Context: an optimization exercise on an open-source flow, tuned for small area. The choices shown serve that exercise and are no tape-out recipe.
Only simulation tests tie the RTL to the original design; equivalence was not proved.
Power is estimated from default activity; no workload was simulated.

[config.mk]
export PLATFORM = sky130hd
export DESIGN_NAME = top
export DESIGN_NICKNAME = top
export VERILOG_FILES = /design/flow/design.v
export SDC_FILE = /design/flow/constraint.sdc
export NUM_CORES = 4
export LEC_CHECK = 0
export CAP_MARGIN = 20
export CORE_MARGIN = 2
export CORE_UTILIZATION = 40
export PLACE_DENSITY = 0.6
export SLEW_MARGIN = 20
[constraint.sdc]
create_clock -name core_clock -period 10.0 [get_ports {clk}]
set_input_delay 2.0000 -clock core_clock [delete_from_list [all_inputs] [get_ports {clk}]]
set_output_delay 2.0000 -clock core_clock [all_outputs]
set_load 0.01 [all_outputs]
[design.v]
module vga_sync(
	input clk,reset,
	output hsync,vsync, video_on,p_tick,
	output [9:0] x,y 
	);
	localparam H_DISPLAY       = 640;  
	localparam H_L_BORDER      =  48;  
	localparam H_R_BORDER      =  16;  
	localparam H_RETRACE       =  96;  
	localparam H_MAX           = H_DISPLAY + H_L_BORDER + H_R_BORDER + H_RETRACE - 1;
	localparam START_H_RETRACE = H_DISPLAY + H_R_BORDER;
	localparam END_H_RETRACE   = H_DISPLAY + H_R_BORDER + H_RETRACE - 1;
	localparam V_DISPLAY       = 480;  
	localparam V_T_BORDER      =  10;  
	localparam V_B_BORDER      =  33;  
	localparam V_RETRACE       =   2;  
	localparam V_MAX           = V_DISPLAY + V_T_BORDER + V_B_BORDER + V_RETRACE - 1;
   localparam START_V_RETRACE = V_DISPLAY + V_B_BORDER;
	localparam END_V_RETRACE   = V_DISPLAY + V_B_BORDER + V_RETRACE - 1;
	reg pixel_reg;
	wire pixel_next;
	wire pixel_tick;
	always @(posedge clk)
		if(!reset)
		  pixel_reg <= 0;
		else
		  pixel_reg <= pixel_next;
	assign pixel_next = pixel_reg + 1;  
	assign pixel_tick = (pixel_reg == 0);  
	reg [9:0] h_count_reg, h_count_next, v_count_reg, v_count_next;
	reg vsync_reg, hsync_reg;
	wire vsync_next, hsync_next;
	always @(posedge clk)
		if(!reset)
			begin
           		v_count_reg <= 0;
            		h_count_reg <= 0;
            		vsync_reg   <= 0;
            		hsync_reg   <= 0;
			end
		else
			begin
            		v_count_reg <= v_count_next;
            		h_count_reg <= h_count_next;
            		vsync_reg   <= vsync_next;
            		hsync_reg   <= hsync_next;
			end
	always @*
		begin
		h_count_next = pixel_tick ? 
		               h_count_reg == H_MAX ? 0 : h_count_reg + 1
			       : h_count_reg;
		v_count_next = pixel_tick && h_count_reg == H_MAX ? 
		               (v_count_reg == V_MAX ? 0 : v_count_reg + 1) 
			       : v_count_reg;
		end
   assign hsync_next = h_count_reg >= START_H_RETRACE && h_count_reg <= END_H_RETRACE;
   assign vsync_next = v_count_reg >= START_V_RETRACE && v_count_reg <= END_V_RETRACE;
   assign video_on = (h_count_reg < H_DISPLAY) && (v_count_reg < V_DISPLAY);
   assign hsync  = hsync_reg;
   assign vsync  = vsync_reg;
   assign x      = h_count_reg;
   assign y      = v_count_reg;
   assign p_tick = pixel_tick;
endmodule
module render(
	input clk, reset,
	input [9:0] x, y, 
	input video_on,
	output [11:0]rgb,
	input clk_1ms,
	input paddle1_on, paddle2_on, ball_on, 
	input [11:0]rgb_paddle1, rgb_paddle2, rgb_ball,
	input [1:0] game_state
	);
	reg [11:0] rgb_reg;
	localparam H_ACTIVE	= 640;
	localparam V_ACTIVE	= 480;
	localparam zero		= 0;
	localparam X_blocksize = 50;  
	localparam Y_blocksize = 50;
	always @(posedge clk)
	begin
	if (!reset)
		rgb_reg <= 0; 
	else
		begin
			if (game_state == 2'b01)
			begin
				if (paddle1_on)
					rgb_reg <= rgb_paddle1;
				else if (paddle2_on) 
					rgb_reg <= rgb_paddle2;
				else if (ball_on)
					rgb_reg <= rgb_ball;
				else
					rgb_reg <= 12'b000000000000; 
			end
			else if (game_state == 2'b10)
				rgb_reg <= rgb_paddle1;
			else if (game_state == 2'b11)
				rgb_reg <= rgb_paddle2;
			else rgb_reg <= 0;
		end
	end
	assign rgb = (video_on) ? rgb_reg : 8'b0;
endmodule
module clock_divider(
    input clk, reset,
    output clk_1ms
    );
    localparam DIV_COUNT = 1249;
    reg clk_div;
    reg [27:0] i;
    assign clk_1ms = (i == DIV_COUNT) && !clk_div;
	 always @ (posedge clk)
    begin
        if (!reset)
        begin
            i <= 0;
            clk_div <= 0;
        end
        else if (i == DIV_COUNT) 
        begin
            i <= 0;
            clk_div <= ~clk_div;
        end
        else i <= i+1;
    end
endmodule
module ball(
	input clk,clk_1ms,reset,
	input [9:0] x, y,
	output ball_on,
	output [11:0] rgb_ball,
	input [9:0] x_paddle1, x_paddle2, y_paddle1, y_paddle2,
	output reg [3:0]  p1_score, p2_score,
	input [1:0] game_state
	);
	localparam H_ACTIVE	= 640;
	localparam V_ACTIVE	= 480;
	localparam ball_width = 16;  
	localparam ball_height = 16; 
	localparam paddlewidth = 16;
	localparam paddleheight = 80;
	integer dx, dy;
	reg [9:0] x_ball, y_ball;
	always @ (posedge clk)
	begin
		if(!reset)
		begin
			dx = 1;
			dy = 1;
			x_ball <= H_ACTIVE/2;
			y_ball <= V_ACTIVE/2;
			p1_score <= 0;
			p2_score <= 0;	
		end
		else if (!clk_1ms)
		begin
			x_ball <= x_ball;
			y_ball <= y_ball;
		end
		else if (game_state == 2'b01)
		begin
			if (y_ball == (ball_height/2)+1) 
				dy = dy*-1;
			if (y_ball == (V_ACTIVE-(ball_height/2)-1)) 
				dy = dy*-1;
			if (x_ball > (x_paddle2-ball_width/2) && y_ball > (y_paddle2 - paddleheight/2) && y_ball < (y_paddle2 + paddleheight/2))
				dx = dx*-1;
			if (x_ball < (x_paddle1+ball_width/2) && y_ball > (y_paddle1 - paddleheight/2) && y_ball < (y_paddle1 + paddleheight/2))
				dx = dx*-1;
			if (x_ball == (H_ACTIVE -ball_width/2)) 
			begin 
				x_ball <= H_ACTIVE/2;
				y_ball <= V_ACTIVE/2;
				dy = dy*-1;
				dx = dx*-1; 
				p1_score <= p1_score+1;
			end
			else if (x_ball == 0) 
			begin 
				x_ball <= H_ACTIVE/2;
				y_ball <= V_ACTIVE/2;
				dy = dy*-1;
				dx = dx*-1;
				p2_score <= p2_score+1;
			end
			else
			begin
				x_ball <= x_ball + dx;
				y_ball <= y_ball - dy;	
			end
		end
		else  
		begin
			x_ball <= x_ball;
			y_ball <= y_ball;
		end	
	end
	assign ball_on = (x >= x_ball-(ball_width/2) && x <= x_ball+(ball_width/2) && y >= y_ball-(ball_height/2) && y <= y_ball+(ball_height/2))?1:0;
	assign rgb_ball = 12'b111111111111; 
endmodule
module paddle(
	input clk, clk_1ms,reset, 
	input button, button1, button2, button3,
	input [9:0] x, y,
	output paddle1_on,paddle2_on,
	output [11:0] rgb_paddle1, rgb_paddle2,
	output reg [9:0] x_paddle1,
	output reg [9:0] y_paddle1,
	output reg [9:0] x_paddle2,
	output reg [9:0] y_paddle2
	);
	localparam H_active = 640;
	localparam V_active = 480;
	localparam paddlewidth = 20;
	localparam paddleheight = 40;
	localparam L_position = 20;
	localparam R_position = 20;
	always @ (posedge clk)
	begin
		if(!reset)
		begin	
			x_paddle1 <= L_position + (paddlewidth/2);
			y_paddle1 <= V_active/2;
		end
		else if (!clk_1ms)
			y_paddle1 <= y_paddle1;
		else if (!button && y_paddle1-(paddleheight/2) > 0)
			y_paddle1 <= y_paddle1-1;
		else if (!button1 && y_paddle1+(paddleheight/2) < V_active)
			y_paddle1 <= y_paddle1+1;
		else y_paddle1 <= y_paddle1;
	end
	assign paddle1_on = (x >= x_paddle1-(paddlewidth/2) && x <= x_paddle1+(paddlewidth/2) && y >= y_paddle1-(paddleheight/2) && y < y_paddle1+(paddleheight/2))?1:0;
	assign rgb_paddle1 = 12'b000011110000; 
	always @ (posedge clk)
	begin
		if(!reset)
		begin	
			x_paddle2 <= H_active-(R_position + (paddlewidth/2));
			y_paddle2 <= V_active/2;
		end
		else if (!clk_1ms)
			y_paddle2 <= y_paddle2;
		else if (!button2 && y_paddle2-(paddleheight/2) > 0)
			y_paddle2 <= y_paddle2-1;
		else if (!button3 && y_paddle2+(paddleheight/2) < V_active )
			y_paddle2 <= y_paddle2+1;
		else y_paddle2 <= y_paddle2;
	end
	assign paddle2_on = (x >= x_paddle2-(paddlewidth/2) && x <= x_paddle2+(paddlewidth/2) && y >= y_paddle2-(paddleheight/2) && y < y_paddle2+(paddleheight/2))?1:0;
	assign rgb_paddle2 = 12'b110000001100;  
endmodule
module game_state(
	input clk, clk_1ms, reset,
	input [3:0] p1_score, p2_score,
	output reg [1:0] game_state
	);
	localparam [3:0] win = 4'b0101;  
	localparam [59:0] timer = 32'd0;  
	always @ (posedge clk)
	begin
		if (!reset)
			game_state <= 0;
		else 
		begin
			if ( p1_score == win)
				game_state <= 2'b10; 
			else if ( p2_score == win)
				game_state <= 2'b11; 
			else if ( timer <= 32'd59)
				game_state <= 2'b01; 
			else if (timer == 32'd10)
				if (p1_score > p2_score)
					game_state <= 2'b10; 
				else if (p1_score < p2_score)
					game_state <= 2'b11; 
		end
	end
endmodule
module seven_seg (
	input clk, clk_1ms, reset,
	input [3:0] p1_score, p2_score,
	output reg [6:0] seg1, seg2
	);
	always @ (*)
	begin
	if (!reset)
	begin
		seg1 = 7'b1111111;
		seg2 = 7'b1111111;
	end
	else 
	begin
		case (p2_score)
			4'h0 : seg1 = 7'b1000000;   
			4'h1 : seg1 = 7'b1111001;   
			4'h2 : seg1 = 7'b0100100;   
			4'h3 : seg1 = 7'b0110000;   
			4'h4 : seg1 = 7'b0011001;   
			4'h5 : seg1 = 7'b0010010;   
			4'h6 : seg1 = 7'b0000010;   
			4'h7 : seg1 = 7'b1111000;   
			4'h8 : seg1 = 7'b0000000;   
			4'h9 : seg1 = 7'b0010000;   
			default : seg1 = 7'b1111111;
		endcase
		case (p1_score)
			4'h0 : seg2 = 7'b1000000;   
			4'h1 : seg2 = 7'b1111001;   
			4'h2 : seg2 = 7'b0100100;   
			4'h3 : seg2 = 7'b0110000;   
			4'h4 : seg2 = 7'b0011001;   
			4'h5 : seg2 = 7'b0010010;   
			4'h6 : seg2 = 7'b0000010;   
			4'h7 : seg2 = 7'b1111000;   
			4'h8 : seg2 = 7'b0000000;   
			4'h9 : seg2 = 7'b0010000;   
			default : seg2 = 7'b1111111;
		endcase
	end
	end
endmodule
module Timer(
  input wire reset,
  input clk,
  output reg [6:0] seg_left,
  output reg [6:0] seg_right
);
reg [59:0] timer;
reg [31:0] count;
wire [6:0] segments [0:9];
assign segments[0] = 7'b1000000;  
assign segments[1] = 7'b1111001;  
assign segments[2] = 7'b0100100;  
assign segments[3] = 7'b0110000;  
assign segments[4] = 7'b0011001;  
assign segments[5] = 7'b0010010;  
assign segments[6] = 7'b0000010;  
assign segments[7] = 7'b1111000;  
assign segments[8] = 7'b0000000;  
assign segments[9] = 7'b0011000;  
always @(posedge clk)
begin
    count<= count + 32'd1;
	 if(~reset)
	 begin
		timer <= 0;
		count <= 32'd0;
		seg_left <= 7'b1111111;  
		seg_right <= 7'b1111111;
	 end
	 if(count == 32'd50000)  
	 begin
		timer <= timer + 1;
		count <= 0;
		if(timer > 60)
		begin
			timer <= 0;
			seg_left <= 7'b1111111;  
			seg_right <= 7'b1111111;
		end
		case(timer)
			32'd0: begin seg_left <= segments[0]; seg_right <= segments[1];end
			32'd1: begin seg_left <= segments[0]; seg_right <= segments[2];end
			32'd2: begin seg_left <= segments[0]; seg_right <= segments[3];end
			32'd3: begin seg_left <= segments[0]; seg_right <= segments[4];end
			32'd4: begin seg_left <= segments[0]; seg_right <= segments[5];end
			32'd5: begin seg_left <= segments[0]; seg_right <= segments[6];end
			32'd6: begin seg_left <= segments[0]; seg_right <= segments[7];end
			32'd7: begin seg_left <= segments[0]; seg_right <= segments[8];end
			32'd8: begin seg_left <= segments[0]; seg_right <= segments[9];end
			32'd9: begin seg_left <= segments[1]; seg_right <= segments[0];end
			32'd10: begin seg_left <= segments[1]; seg_right <= segments[1];end
			32'd11: begin seg_left <= segments[1]; seg_right <= segments[2];end
			32'd12: begin seg_left <= segments[1]; seg_right <= segments[3];end
			32'd13: begin seg_left <= segments[1]; seg_right <= segments[4];end
			32'd14: begin seg_left <= segments[1]; seg_right <= segments[5];end
			32'd15: begin seg_left <= segments[1]; seg_right <= segments[6];end
			32'd16: begin seg_left <= segments[1]; seg_right <= segments[7];end
			32'd17: begin seg_left <= segments[1]; seg_right <= segments[8];end
			32'd18: begin seg_left <= segments[1]; seg_right <= segments[9];end
			32'd19: begin seg_left <= segments[2]; seg_right <= segments[0];end
			32'd20: begin seg_left <= segments[2]; seg_right <= segments[1];end
			32'd21: begin seg_left <= segments[2]; seg_right <= segments[2];end
			32'd22: begin seg_left <= segments[2]; seg_right <= segments[3];end
			32'd23: begin seg_left <= segments[2]; seg_right <= segments[4];end
			32'd24: begin seg_left <= segments[2]; seg_right <= segments[5];end
			32'd25: begin seg_left <= segments[2]; seg_right <= segments[6];end
			32'd26: begin seg_left <= segments[2]; seg_right <= segments[7];end
			32'd27: begin seg_left <= segments[2]; seg_right <= segments[8];end
			32'd28: begin seg_left <= segments[2]; seg_right <= segments[9];end
			32'd29: begin seg_left <= segments[3]; seg_right <= segments[0];end
			32'd30: begin seg_left <= segments[3]; seg_right <= segments[1];end
			32'd31: begin seg_left <= segments[3]; seg_right <= segments[2];end
			32'd32: begin seg_left <= segments[3]; seg_right <= segments[3];end
			32'd33: begin seg_left <= segments[3]; seg_right <= segments[4];end
			32'd34: begin seg_left <= segments[3]; seg_right <= segments[5];end
			32'd35: begin seg_left <= segments[3]; seg_right <= segments[6];end
			32'd36: begin seg_left <= segments[3]; seg_right <= segments[7];end
			32'd37: begin seg_left <= segments[3]; seg_right <= segments[8];end
			32'd38: begin seg_left <= segments[3]; seg_right <= segments[9];end
			32'd39: begin seg_left <= segments[4]; seg_right <= segments[0];end
			32'd40: begin seg_left <= segments[4]; seg_right <= segments[1];end
			32'd41: begin seg_left <= segments[4]; seg_right <= segments[2];end
			32'd42: begin seg_left <= segments[4]; seg_right <= segments[3];end
			32'd43: begin seg_left <= segments[4]; seg_right <= segments[4];end
			32'd44: begin seg_left <= segments[4]; seg_right <= segments[5];end
			32'd45: begin seg_left <= segments[4]; seg_right <= segments[6];end
			32'd46: begin seg_left <= segments[4]; seg_right <= segments[7];end
			32'd47: begin seg_left <= segments[4]; seg_right <= segments[8];end
			32'd48: begin seg_left <= segments[4]; seg_right <= segments[9];end
			32'd49: begin seg_left <= segments[5]; seg_right <= segments[0];end
			32'd50: begin seg_left <= segments[5]; seg_right <= segments[1];end
			32'd51: begin seg_left <= segments[5]; seg_right <= segments[2];end
			32'd52: begin seg_left <= segments[5]; seg_right <= segments[3];end
			32'd53: begin seg_left <= segments[5]; seg_right <= segments[4];end
			32'd54: begin seg_left <= segments[5]; seg_right <= segments[5];end
			32'd55: begin seg_left <= segments[5]; seg_right <= segments[6];end
			32'd56: begin seg_left <= segments[5]; seg_right <= segments[7];end
			32'd57: begin seg_left <= segments[5]; seg_right <= segments[8];end
			32'd58: begin seg_left <= segments[5]; seg_right <= segments[9];end
			32'd59: begin seg_left <= segments[6]; seg_right <= segments[0];end
		endcase
	end
end
endmodule 
module top (
	input clk, reset, button, button1, button2, button3,
	output [11:0] rgb,
	output hsync, vsync, 
	output [6:0] seg1, seg2,
	output [6:0] seg_left, seg_right
	);
	wire [9:0] x,y;
	wire video_on;
	wire clk_1ms;
	wire [11:0] rgb_paddle1, rgb_paddle2, rgb_ball;
	wire ball_on, paddle1_on, paddle2_on;
	wire [9:0] x_paddle1, x_paddle2, y_paddle1, y_paddle2;
	wire [3:0] p1_score, p2_score;
	wire [1:0] game_state;
	wire [4:0] row; 
	wire [3:0] col;
	vga_sync v1	(.clk(clk), .reset(reset), .hsync(hsync), .vsync(vsync), .x(x), .y(y), .video_on(video_on), .p_tick());
	render r1	(.clk(clk), .reset(reset), .x(x), .y(y), .video_on(video_on), .rgb(rgb), .clk_1ms(clk_1ms),
					.paddle1_on(paddle1_on), .paddle2_on(paddle2_on), .ball_on(ball_on), 
					.rgb_paddle1(rgb_paddle1), .rgb_paddle2(rgb_paddle2), .rgb_ball(rgb_ball),
					.game_state(game_state));
	clock_divider c1 (.clk(clk), .reset(reset), .clk_1ms(clk_1ms));
	ball b1 	(.clk(clk), .clk_1ms(clk_1ms), .reset(reset), .x(x), .y(y),  .ball_on(ball_on), .rgb_ball(rgb_ball),
				.x_paddle1(x_paddle1), .x_paddle2(x_paddle2), .y_paddle1(y_paddle1), .y_paddle2(y_paddle2),
				.p1_score(p1_score), .p2_score(p2_score), .game_state(game_state));
	paddle p1	(.clk(clk), .clk_1ms(clk_1ms), .reset(reset), .x(x), .y(y),
					 .button(button), .button1(button1),  .button2(button2), .button3(button3),
					.paddle1_on(paddle1_on), .rgb_paddle1(rgb_paddle1), .paddle2_on(paddle2_on), .rgb_paddle2(rgb_paddle2),
					.x_paddle1(x_paddle1), .x_paddle2(x_paddle2), .y_paddle1(y_paddle1), .y_paddle2(y_paddle2) );
	game_state gs1 (.clk(clk), .clk_1ms(clk_1ms), .reset(reset), .p1_score(p1_score), .p2_score(p2_score), .game_state(game_state));
	seven_seg ss1 (.clk(clk), .clk_1ms(clk_1ms), .reset(reset), .p1_score(p1_score), .p2_score(p2_score), .seg1(seg1), .seg2(seg2));
	Timer t1 (.reset(reset), .clk(clk), .seg_left(seg_left), .seg_right(seg_right));
endmodule
[run.sh]
#!/bin/bash
# synth_recipe.tcl (not shown) runs the flow's synth.tcl, then flattens the netlist and writes it again
# the make line also repeats each setting of config.mk as NAME=value (left out here)
make -C /OpenROAD-flow-scripts/flow DESIGN_CONFIG=/design/flow/config.mk WORK_HOME=/design/flow/orfs CLKGATE_MAP_FILE= SYNTH_SCRIPT=/design/flow/synth_recipe.tcl finish
==> metrics.md <==
| Metric | Value |
|---|---|
| Outcome | complete, no violations |
| Setup TNS | 0 ns |
| Pre-antenna DRT Iters | 5 |
| CTS Sinks | 243 |
| Gr usage total | 17.59% |
| Met2 usage | 28.30% |
| PortBufs | 47 |
| Worst setup path class | flop to flop |
| Avg Vias per Cell | 5.498 |
| Worst-Margin Slew | 1.025 ns |
| HP Class | flop to flop |
| Area delta synth->final | 11.97% |
| RSZ-0062 raised after global routing | no |
| Netlist cell types | 93 |
| Global-route wire length before repair | 64690 µm |
| Crit. End Element | flop |
| Total number of vias | 13910 |
| YS warnings | 8 |
| Drt wl/cell | 15.38 µm |
| Max-slew headroom at the worst pin | 31.58% |
| Final setup violation count | 0 |
| P_int | 0.001739 W |
| Row count | 74 |
| Fin. max-slew vios | 0 |
| Peak supply drop | 0.0001333 V |
| Initial antenna violation count | 0 |
| Synthesized area | 0.01667 mm² |
| CP peak stage delay | 0.78 ns |
| CTS tree | built |
| Max Fclk | 181.0 MHz |
| Die width | 208.1 µm |
| Final Hold Viols | 0 |
| Number of remaining DRC errors | 0 |
| Fin nets | 2163 |
| Sequential area share after synthesis | 32.79% |
| CTS resizes | 0 |
| Post-synth EDFFs | 60 |
| Largest register by flop count | t1.timer |
| Cells after Synth | 1934 |
| Critical Path Start Type | flop |
| Layout Skew | 0.03364 ns |
| Largest regs | t1.timer x60, t1.count x32, c1.i x28 |
| Share of layout cells above drive strength 1 | 5.055% |
| Largest net degree at the start of global routing | 92 |
| 1st-iter DRT viols | 872 |
| CTS Buf Count | 28 |
| Met1 Usage GRT | 24.64% |
| Clk Latency, worst-skew pair | 0.59 ns |
| Final WL | 38910 µm |
| PwrDens | 121.9 mW/mm² |
| CP max FO | 37 |
| Period utilization | 55.26% |
| Part of the power in combinational logic | 6.5% |
| Total gr overflow | 0 |
| M3 GR Usage | 2.415% |
| CP max-delay cell | dfxtp_1 |
| Hpwl dp | 27410 µm |
| Number of flip-flops in the largest register | 60 |
| Busiest layer in global routing | met2 |
| Post-DRT Antenna Nets | 0 |
| H-tree depth | 1 |
| CTS root buf | clkbuf_16 |
| LEAKAGE | 7.122 nW |
| Initial Utilization | 40.64% |
| Number of global-route vias before repair | 13020 |
| Die Footprint | 0.04332 mm² |
| Top FF cell, synth | dfxtp_1 |
| Postcts setup bufs | 0 |
| Avg Cell Area, Syn | 8.619 µm² |
| Power Total | 0.002276 W |
| Yosys reg bits | 243 |
| # IOs | 48 |
| Hold_buf cts | 0 |
| Data required, critical path | 10.44 ns |
| # diodes | 0 |
| Sw Share | 23.60% |
| Worst-path clk slew | 0.06 ns |
| Critical path cell sequence | o21ai_0 > nand2_1 > xor2_1 > ha_1 > nand2_1 > nor3_1 > nor4bb_1 > o2111ai_1 > a221oi_2 > nor2_2 > buf_4 > xnor2_1 > ha_1 > a21oi_1 > o211ai_1 > o41a_1 > a41oi_1 > a21oi_1 > mux2_2 > or4_1 |
| Placer congestion estimate | 0.8712 |
| Die height | 208.1 µm |
| WP data arrival | 5.96 ns |
| Max-cap viol count | 0 |
| Flop pwr share | 46.6% |
| Worst-case clock buffer depth | 3 |
| Core area | 0.04102 mm² |
| Switch Pwr | 0.0005372 W |
| Async set-reset flop share out of synthesis | 0% |
| Tmin final | 5.526 ns |
| Clk pwr share | 46.9% |
layer usage:
| layer | wire length (µm) | share of wire (%) |
|---|---|---|
| met1 | 19100 | 49 |
| met3 | 1772 | 4.6 |
| met4 | 869 | 2.2 |
| met5 | 0 | 0 |
| met2 | 17170 | 44 |
layout by cell type (no fill, tap or decap), types with 24 or more instances in the layout:
| cell | count |
|---|---|
| nor2_1 | 227 |
| dfxtp_1 | 183 |
| ha_1 | 176 |
| a21oi_1 | 126 |
| nand2_1 | 118 |
| xnor2_1 | 100 |
| xor2_1 | 100 |
| nand3_1 | 73 |
| inv_1 | 72 |
| o21ai_0 | 66 |
| edfxtp_1 | 60 |
| nor3_1 | 54 |
| conb_1 | 53 |
| clkdlybuf4s50_1 | 46 |
| nor4_1 | 45 |
| nand4_1 | 45 |
| nand2b_1 | 28 |
| clkbuf_16 | 28 |
| nor2b_1 | 25 |
| and3_1 | 24 |
critical path: cells and delay by family (launching register included):
| family | cells | cell delay, ns |
|---|---|---|
| XOR/XNOR | 2 | 0.44 |
| flip-flops | 1 | 0.78 |
| AND/OR/NAND/NOR | 6 | 1.09 |
| AO/OA/AOI/OAI | 8 | 1.99 |
| adder cells (fa/ha/maj) | 2 | 0.54 |
| multiplexers | 1 | 0.27 |
| buffers and inverters | 1 | 0.26 |
power groups by stage:
| stage | Combinational (W) | Sequential (W) | Clock [W] |
|---|---|---|---|
| 6_report | 0.000147 | 0.00106 | 0.00107 |
| 5_1_grt | 0.000165 | 0.00106 | 0.00114 |
| 4_1_cts | 0.000147 | 0.00106 | 0.00110 |
| 3_5_place_dp | 0.000145 | 0.00108 | 0 |
| 3_3_place_gp | 0.000144 | 0.00108 | 0 |
| 2_1_floorplan | 0.000117 | 0.00107 | 0 |
cell type report:
class	count	area (µm²)
Tap cell	532	665.6
Sequential cell	243	5465
Clock buffer	40	815.8
Fill cell	3955	22350
Multi-Input combinational cell	1569	10710
Inverter	75	281.5
Timing Repair Buffer	60	565.5
Clock inverter	11	158.9
synthesized netlist by cell type, types with 16 or more instances:
cell | number | area, µm²
nor2b_1 | 25 | 156.4
nand2_1 | 119 | 446.7
or4_1 | 18 | 135.1
clkbuf_1 | 57 | 214.0
ha_1 | 176 | 2202
and3_1 | 24 | 150.1
o21a_1 | 16 | 120.1
inv_1 | 73 | 274.0
or3_1 | 20 | 125.1
nor4_1 | 45 | 281.5
edfxtp_1 | 60 | 1802
xor2_1 | 100 | 875.8
nor2_1 | 228 | 855.8
nor3_1 | 54 | 270.3
o2111ai_1 | 17 | 148.9
buf_2 | 22 | 110.1
o21ai_0 | 66 | 330.3
dfxtp_1 | 183 | 3664
a21oi_1 | 126 | 630.6
nand4_1 | 45 | 281.5
nand2b_1 | 28 | 175.2
xnor2_1 | 100 | 875.8
o211ai_1 | 17 | 127.6
nand3_1 | 73 | 365.4
through the flow:
step / instances / cell area (µm²) / hold slack (ns) / utilization [%] / worst slack [ns]
floorplan: 1986 / 16860 / 0.4410 / - / 4.926
global placement: 2478 / 17660 / 0.4562 / 43.06 / 4.671
detailed placement: 2479 / 17670 / 0.4701 / 43.08 / 4.538
CTS: 2530 / 18640 / 0.4842 / 45.45 / 4.528
global route: 2530 / 18660 / 0.4980 / 45.50 / 4.064
finish: 2530 / 18660 / 0.4792 / 45.50 / 4.474
worst paths after layout:
| path | startpoint | endpoint | slack [ns] | depth (start not counted) |
|---|---|---|---|---|
| max reg2reg | p1.y_paddle1[5] | b1.x_ball[9] | 4.47 | 20 |
| min reg2reg | c1.i[0] | c1.i[0] | 0.48 | 1 |
| min | c1.i[0] | c1.i[0] | 0.48 | 1 |
| max | p1.y_paddle1[5] | b1.x_ball[9] | 4.47 | 20 |
logic make-up after synthesis:
| kind of cell | count (synthesis) | synth area share [%] |
|---|---|---|
| other cells | 1 | 0.02250 |
| xor+xnor | 200 | 10.51 |
| compound gates | 382 | 15.10 |
| flops | 243 | 32.79 |
| simple gates | 744 | 22.90 |
| buf+inv | 174 | 4.339 |
| mux | 10 | 0.6530 |
| fa+ha+maj | 180 | 13.69 |

what the ideal ports hide:
Ports are ideal in the flow. The routed layout listed here was re-timed in OpenROAD.
Step 1 assumes that a clkbuf_16 drives the clock port and a buf_2 every other input.
Step 2 times the ports against the registers' clock, not the clock port: input delays grow and output delays shrink by t, the midpoint of the rising clock arrivals with the driver on.
Slacks: ideal / step 1 / step 2; pairs: ideal / step 1.
t (ns): 0.624
setup WS [ns]: 4.474 / 4.474 / 4.474
hold slack, ns: 0.479 / 0.479 / 0.479
worst data-port slew with drivers (ns): 0.04
pins driven straight from the clock port: 1
After both steps this run still meets setup and hold. The setup slack of this run moves by 0.000 ns with the drivers and by 0.000 ns with both steps.
